This design comes from an exercise in tuning for small area and a short achievable clock period on the open sky130 flow, not from production work.
Where RTL was checked, it was by simulation tests only, not by an equivalence proof against the original.
No activity file was given, so power comes from the tool's default toggle rates.

// FloatingPoint_Multiplier_Complete
module FloatingPoint_Multiplier_Complete (
    input wire         clk,
    input wire         rst,
    input  wire [15:0] a,
    input  wire [15:0] b,
    output reg  [15:0] result,
    output reg         overflow,
    output reg         underflow
);
    wire es_g0 = a[10] & b[10];
    wire es_p0 = a[10] ^ b[10];
    wire es_g1 = a[11] & b[11];
    wire es_p1 = a[11] ^ b[11];
    wire es_g2 = a[12] & b[12];
    wire es_p2 = a[12] ^ b[12];
    wire es_g3 = a[13] & b[13];
    wire es_p3 = a[13] ^ b[13];
    wire es_g4 = a[14] & b[14];
    wire es_p4 = a[14] ^ b[14];
    wire es_G0_1 = es_g1 | (es_p1 & es_g0);
    wire es_P0_1 = es_p1 & es_p0;
    wire es_G0_2 = es_g2 | (es_p2 & es_g1);
    wire es_P0_2 = es_p2 & es_p1;
    wire es_G0_3 = es_g3 | (es_p3 & es_g2);
    wire es_P0_3 = es_p3 & es_p2;
    wire es_G0_4 = es_g4 | (es_p4 & es_g3);
    wire es_P0_4 = es_p4 & es_p3;
    wire es_G1_2 = es_G0_2 | (es_P0_2 & es_g0);
    wire es_P1_2 = es_P0_2 & es_p0;
    wire es_G1_3 = es_G0_3 | (es_P0_3 & es_G0_1);
    wire es_P1_3 = es_P0_3 & es_P0_1;
    wire es_G1_4 = es_G0_4 | (es_P0_4 & es_G0_2);
    wire es_P1_4 = es_P0_4 & es_P0_2;
    wire es_G2_4 = es_G1_4 | (es_P1_4 & es_g0);
    wire es_P2_4 = es_P1_4 & es_p0;
  ...
clock: 7.5 ns
lec_check: 0
abc_clock_period_in_ps: 2500
cap_margin: 20
core_margin: 2
core_utilization: 55
cts_buf_list: sky130_fd_sc_hd__clkbuf_8
setup_slack_margin: 4.7
slew_margin: 20
standard.sh (not shown) runs the stock make flow with config.mk's settings and CLKGATE_MAP_FILE= SYNTH_SCRIPT=/design/flow/synth_recipe.tcl, a recipe that flattens the netlist after the stock synthesis.
==> flow/flow/run.sh <==
#!/bin/bash
# Own layout flow: the standard flow (standard.sh) with two changes:
#  - synthesis runs Yosys's synth without its generic "abc -fast" pass
#    (-noabc), so the full adders written in the RTL reach extract_fa as
#    written instead of being remapped first; everything else in
#    synth_recipe.tcl (flatten, renames, registers) is unchanged;
#  - port buffers use the buffer cell named in flow/ports.txt.
# Each tool's output is in the ORFS logs under orfs/logs; make's own output
# goes to flow.log here.
set -euo pipefail
here=$(pwd)
first=$(head -n 1 synth_recipe.tcl)
if [[ "$first" != 'proc synth {args} { yosys synth -nofsm -noshare {*}$args }' ]]; then
  echo "unexpected first line of synth_recipe.tcl: $first" >&2
  exit 1
fi
{ echo 'proc synth {args} { yosys synth -nofsm -noshare -noabc {*}$args }'; tail -n +2 synth_recipe.tcl; } > own_synth.tcl
buf=$(tr -d ' \n' < flow/ports.txt)
sed -e "s#SYNTH_SCRIPT=[^ ]*#SYNTH_SCRIPT=$here/own_synth.tcl 'BUFFER_PORTS_ARGS=-buffer_cell $buf'#" standard.sh > own_standard.sh
grep -q own_synth.tcl own_standard.sh
bash own_standard.sh > flow.log 2>&1
==> flow/flow/ports.txt <==
sky130_fd_sc_hd__buf_1
==> next run, changes <==
--- a/flow/design.v
+++ b/flow/design.v
@@ -547,17 +547,17 @@
     wire r0_5 = hi_s7 ^ r0_a2_5;
     wire r0_6 = hi_s8 ^ r0_a2_6;
     wire r0_7 = hi_s9 ^ r0_a2_7;
     wire r0_8 = hi_s10 ^ r0_a3_8;
     wire r0_9 = hi_s11 ^ r0_a3_9;
     wire r0_10 = hi_s12 ^ r0_a3_10;
     wire c9 = (r2_a[8] & r2_b[8]) | ((r2_a[8] ^ r2_b[8]) & r2_cin);
     wire ones920 = ((r2_a[9] ^ r2_b[9]) ^ c9) & ((r2_a[9] & r2_b[9]) ^ (r2_a[10] ^ r2_b[10])) & ((r2_a[10] & r2_b[10]) ^ (r2_a[11] ^ r2_b[11])) & ((r2_a[11] & r2_b[11]) ^ (r2_a[12] ^ r2_b[12])) & ((r2_a[12] & r2_b[12]) ^ (r2_a[13] ^ r2_b[13])) & ((r2_a[13] & r2_b[13]) ^ (r2_a[14] ^ r2_b[14])) & ((r2_a[14] & r2_b[14]) ^ (r2_a[15] ^ r2_b[15])) & ((r2_a[15] & r2_b[15]) ^ (r2_a[16] ^ r2_b[16])) & ((r2_a[16] & r2_b[16]) ^ (r2_a[17] ^ r2_b[17])) & ((r2_a[17] & r2_b[17]) ^ (r2_a[18] ^ r2_b[18])) & ((r2_a[18] & r2_b[18]) ^ (r2_a[19] ^ r2_b[19])) & ((r2_a[19] & r2_b[19]) ^ (r2_a[20] ^ r2_b[20]));
-    wire r0_top = hi_s13 | ones920;    
+    wire r0_top = hi_C13 ? (~hi_p13 | ones920) : (hi_p13 | ones920);    
     wire r1_a0_1 = hi_s3 & hi_s2;
     wire r1_a0_2 = hi_s4 & hi_s3;
     wire r1_a0_3 = hi_s5 & hi_s4;
     wire r1_a0_4 = hi_s6 & hi_s5;
     wire r1_a0_5 = hi_s7 & hi_s6;
     wire r1_a0_6 = hi_s8 & hi_s7;
     wire r1_a0_7 = hi_s9 & hi_s8;
     wire r1_a0_8 = hi_s10 & hi_s9;
Effect: Final area went up by 8.0%; setup slack got worse by 0.054 ns; fmax is lower by 1.9%; wire length came out higher by 7.7%; power grows by 20%; combinational power rose by 31%; utilization increases by 2.7 points; sequential share of layout area drops by 1.8 points.
No functional check of the RTL was part of the second run of this note.

* * *

Another version of the RTL of FloatingPoint_Multiplier_Complete (not shown whole).
For scale: about 650 cells after synthesis, about 6800 sq um of cells after synthesis.
export LEC_CHECK = 0
export ABC_CLOCK_PERIOD_IN_PS = 2500
export CAP_MARGIN = 20
export CORE_MARGIN = 2
export CORE_UTILIZATION = 55
export CTS_BUF_LIST = sky130_fd_sc_hd__clkbuf_8
export SETUP_SLACK_MARGIN = 4.5
export SLEW_MARGIN = 20
create_clock -name core_clock -period 7.5 [get_ports {clk}]
Scripts as last shown in full above: flow/flow/run.sh, flow/flow/ports.txt
The first run completed with no timing, DRC or antenna violations.
Next try:
--- a/flow/design.v
+++ b/flow/design.v
@@ -606,23 +606,22 @@
     wire       unf  = r0_top ? unf1 : unf0;
     wire [4:0] ef   = r0_top ? ef1 : ef0;
     reg        r3_nz, r3_ovf, r3_unf;    
     reg [15:0] r3_val;
     always @(posedge clk or posedge rst) begin
         if (rst) begin
             r3_nz  <= 1'b0;
             r3_ovf <= 1'b0;
             r3_unf <= 1'b0;
-            r3_val <= 16'd0;
         end else begin
             r3_nz  <= ~r2_zero & ~ovf & ~unf;
             r3_ovf <= ~r2_zero & ovf;
             r3_unf <= ~r2_zero & ~ovf & unf;
-            r3_val <= {r2_sign, ef, mant};
         end
     end
+    always @(posedge clk) r3_val <= {r2_sign, ef, mant};
     always @(*) begin
         result    = r3_nz ? r3_val : (r3_ovf ? 16'h7F80 : 16'd0);
         overflow  = r3_ovf;
         underflow = r3_unf;
     end
 endmodule
Outcome:
- The new run went through all stages and came out clean
- wire length shrinks by 6.2%
- maximum frequency grows by 0.90%
- count of clock-buffer cells in the layout does not change
- hold slack hardly moves
- area after synthesis shrinks by 3.7%

* * *

FloatingPoint_Multiplier_Complete, a different RTL version from the one above (not shown whole).
For scale: ~640 cells after synthesis, ~52 I/O pins.
clock: 7.5 ns
lec_check: 0
abc_clock_period_in_ps: 2500
cap_margin: 20
core_margin: 2
core_utilization: 55
cts_buf_list: sky130_fd_sc_hd__clkbuf_8
setup_slack_margin: 4.7
slew_margin: 20
Scripts as last shown in full above: flow/flow/run.sh, flow/flow/ports.txt
Edit:
--- a/flow/design.v
+++ b/flow/design.v
@@ -553,37 +553,30 @@
     wire       r2_zero = &r2_es;
     wire       ovf0 = r2_es >= 6'd46;
     wire       ovf1 = r2_es >= 6'd45;
     wire       unf0 = r2_es <= 6'd15;
     wire       unf1 = r2_es <= 6'd14;
     wire [4:0] ef0  = r2_es[4:0] + 5'd17;
     wire [4:0] ef1  = r2_es[4:0] + 5'd18;
     wire       ovf  = r0_top ? ovf1 : ovf0;
     wire       unf  = r0_top ? unf1 : unf0;
     wire [4:0] ef   = r0_top ? ef1 : ef0;
     reg        r3_nz, r3_ovf, r3_unf;    
-    reg        r3_s;                     
-    reg  [6:0] r3_lo;                    
-    reg  [7:0] r3_hi;                    
-    wire       nzn = ~r2_zero & ~ovf & ~unf;
+    reg [15:0] r3_val;
     always @(posedge clk or posedge rst) begin
         if (rst) begin
             r3_nz  <= 1'b0;
             r3_ovf <= 1'b0;
             r3_unf <= 1'b0;
-            r3_s   <= 1'b0;
-            r3_lo  <= 7'd0;
         end else begin
-            r3_nz  <= nzn;
+            r3_nz  <= ~r2_zero & ~ovf & ~unf;
             r3_ovf <= ~r2_zero & ovf;
             r3_unf <= ~r2_zero & ~ovf & unf;
-            r3_s   <= nzn & r2_sign;
-            r3_lo  <= {7{nzn}} & mant[6:0];
         end
     end
-    always @(posedge clk) r3_hi <= {ef, mant[9:7]};
+    always @(posedge clk) r3_val <= {r2_sign, ef, mant};
     always @(*) begin
-        result    = {r3_s, r3_nz ? r3_hi : {8{r3_ovf}}, r3_lo};
+        result    = r3_nz ? r3_val : (r3_ovf ? 16'h7F80 : 16'd0);
         overflow  = r3_ovf;
         underflow = r3_unf;
     end
 endmodule
=> Clock-buffer cell count stays the same. Critical path depth falls by 7. Worst setup slack improves by 5.6 ps. Combinational power went down by about 10%. Cell area came out lower by about 3.3%. Die area stays flat. Global-route usage came out lower by 0.64 points. Flip-flop and latch count stays the same.
The RTL of the first run of this note was laid out without a check of its function.

* * *

pepper:
FloatingPoint_Multiplier_Complete, a different RTL version from the one above (not shown whole).
Size in the first run: ~640 cells after synthesis, ~52 I/O pins, ~6500 um2 of cells after synthesis.
clock: 7.5 ns
lec_check: 0
abc_clock_period_in_ps: 2500
cap_margin: 20
core_margin: 2
core_utilization: 55
cts_buf_list: sky130_fd_sc_hd__clkbuf_8
setup_slack_margin: 4.7
slew_margin: 20
Scripts as last shown in full above: flow/flow/run.sh, flow/flow/ports.txt
Here is what was changed in the inputs of xenon compared with pepper.
diff --git a/flow/design.v b/flow/design.v
--- a/flow/design.v
+++ b/flow/design.v
@@ -589,17 +589,17 @@
     wire r1_4 = hi_s7 ^ r1_a2_4;
     wire r1_5 = hi_s8 ^ r1_a2_5;
     wire r1_6 = hi_s9 ^ r1_a2_6;
     wire r1_7 = hi_s10 ^ r1_a2_7;
     wire r1_8 = hi_s11 ^ r1_a3_8;
     wire r1_9 = hi_s12 ^ r1_a3_9;
     wire [9:0] mant0 = {r0_9, r0_8, r0_7, r0_6, r0_5, r0_4, r0_3, r0_2, r0_1, r0_0} & ~{9'd0, tie0};
     wire [9:0] mant1 = {r1_9, r1_8, r1_7, r1_6, r1_5, r1_4, r1_3, r1_2, r1_1, r1_0} & ~{9'd0, tie1};
-    wire [9:0] mant  = hi_s13 ? mant1 : mant0;
+    wire [9:0] mant  = r0_top ? mant1 : mant0;
     wire       r2_zero = &r2_es;
     wire       ovf0 = r2_es >= 6'd46;
     wire       ovf1 = r2_es >= 6'd45;
     wire       unf0 = r2_es <= 6'd15;
     wire       unf1 = r2_es <= 6'd14;
     wire [4:0] ef0  = r2_es[4:0] + 5'd17;
     wire [4:0] ef1  = r2_es[4:0] + 5'd18;
     wire       ovf  = r0_top ? ovf1 : ovf0;
@@ -607,21 +607,22 @@
     wire [4:0] ef   = r0_top ? ef1 : ef0;
     reg        r3_nz, r3_ovf, r3_unf;    
     reg [15:0] r3_val;
     always @(posedge clk or posedge rst) begin
         if (rst) begin
             r3_nz  <= 1'b0;
             r3_ovf <= 1'b0;
             r3_unf <= 1'b0;
+            r3_val <= 16'd0;
         end else begin
             r3_nz  <= ~r2_zero & ~ovf & ~unf;
             r3_ovf <= ~r2_zero & ovf;
             r3_unf <= ~r2_zero & ~ovf & unf;
+            r3_val <= {r2_sign, ef, mant};
         end
     end
-    always @(posedge clk) r3_val <= {r2_sign, ef, mant};
     always @(*) begin
         result    = r3_nz ? r3_val : (r3_ovf ? 16'h7F80 : 16'd0);
         overflow  = r3_ovf;
         underflow = r3_unf;
     end
 endmodule
--- outcome ---
For xenon, the launch point of the critical path was r2_b[9], unlike pepper, where it was r2_a[10].
As of xenon, overall power had risen by a few percent compared to pepper.
Changes observed in xenon relative to pepper: row count has increased, xor/xnor share of the synthesized area has decreased, cell-internal power has decreased.
Having completed the whole flow, xenon delivered a layout that passed the timing, design-rule and antenna checks.
Changes observed in xenon relative to pepper: floorplan die height shows an increase of 1.9%; final net count shows an increase of about 2%.
No functional check of the RTL was part of pepper.

re-timing with driven ports:
No port has a modelled driver above. Below, the same layouts with a new extraction and two added sets of constraints. Step 1 (the two cells are an assumption about what drives the block):
set clk [get_ports {clk}]
set_driving_cell -lib_cell sky130_fd_sc_hd__clkbuf_16 $clk
set_driving_cell -lib_cell sky130_fd_sc_hd__buf_2 [delete_from_list [all_inputs] $clk]
Step 2 also shifts input and output timing later by t, the mid clock arrival at the registers, as if the neighbouring blocks saw the same clock. a / b / c = no drivers / after step 1 / after step 2; a / b = the first two.
| run | shift t [ns] | slack for setup (ns) | worst register clock-pin slew, ns |
|---|---|---|---|
| the first run of note 1 | 0.410 | 4.783 / 4.761 / 4.557 | 0.09 / 0.09 |
| the second run of note 1 | 0.411 | 4.729 / 4.729 / 4.585 | 0.10 / 0.10 |
| the first run of note 2 | 0.407 | 4.635 / 4.635 / 4.588 | 0.10 / 0.10 |
| the second run of note 2 | 0.418 | 4.660 / 4.660 / 4.584 | 0.10 / 0.10 |
| the first run of note 3 | 0.405 | 4.776 / 4.756 / 4.560 | 0.09 / 0.09 |
| the second run of note 3 | 0.405 | 4.781 / 4.748 / 4.615 | 0.09 / 0.09 |
| pepper | 0.410 | 4.779 / 4.749 / 4.545 | 0.09 / 0.09 |
| xenon | 0.412 | 4.747 / 4.729 / 4.603 | 0.10 / 0.10 |
After both steps every run listed still meets setup and hold. The setup slack of pepper, which loses most, moves by -0.030 ns with the drivers and by -0.234 ns with both steps.
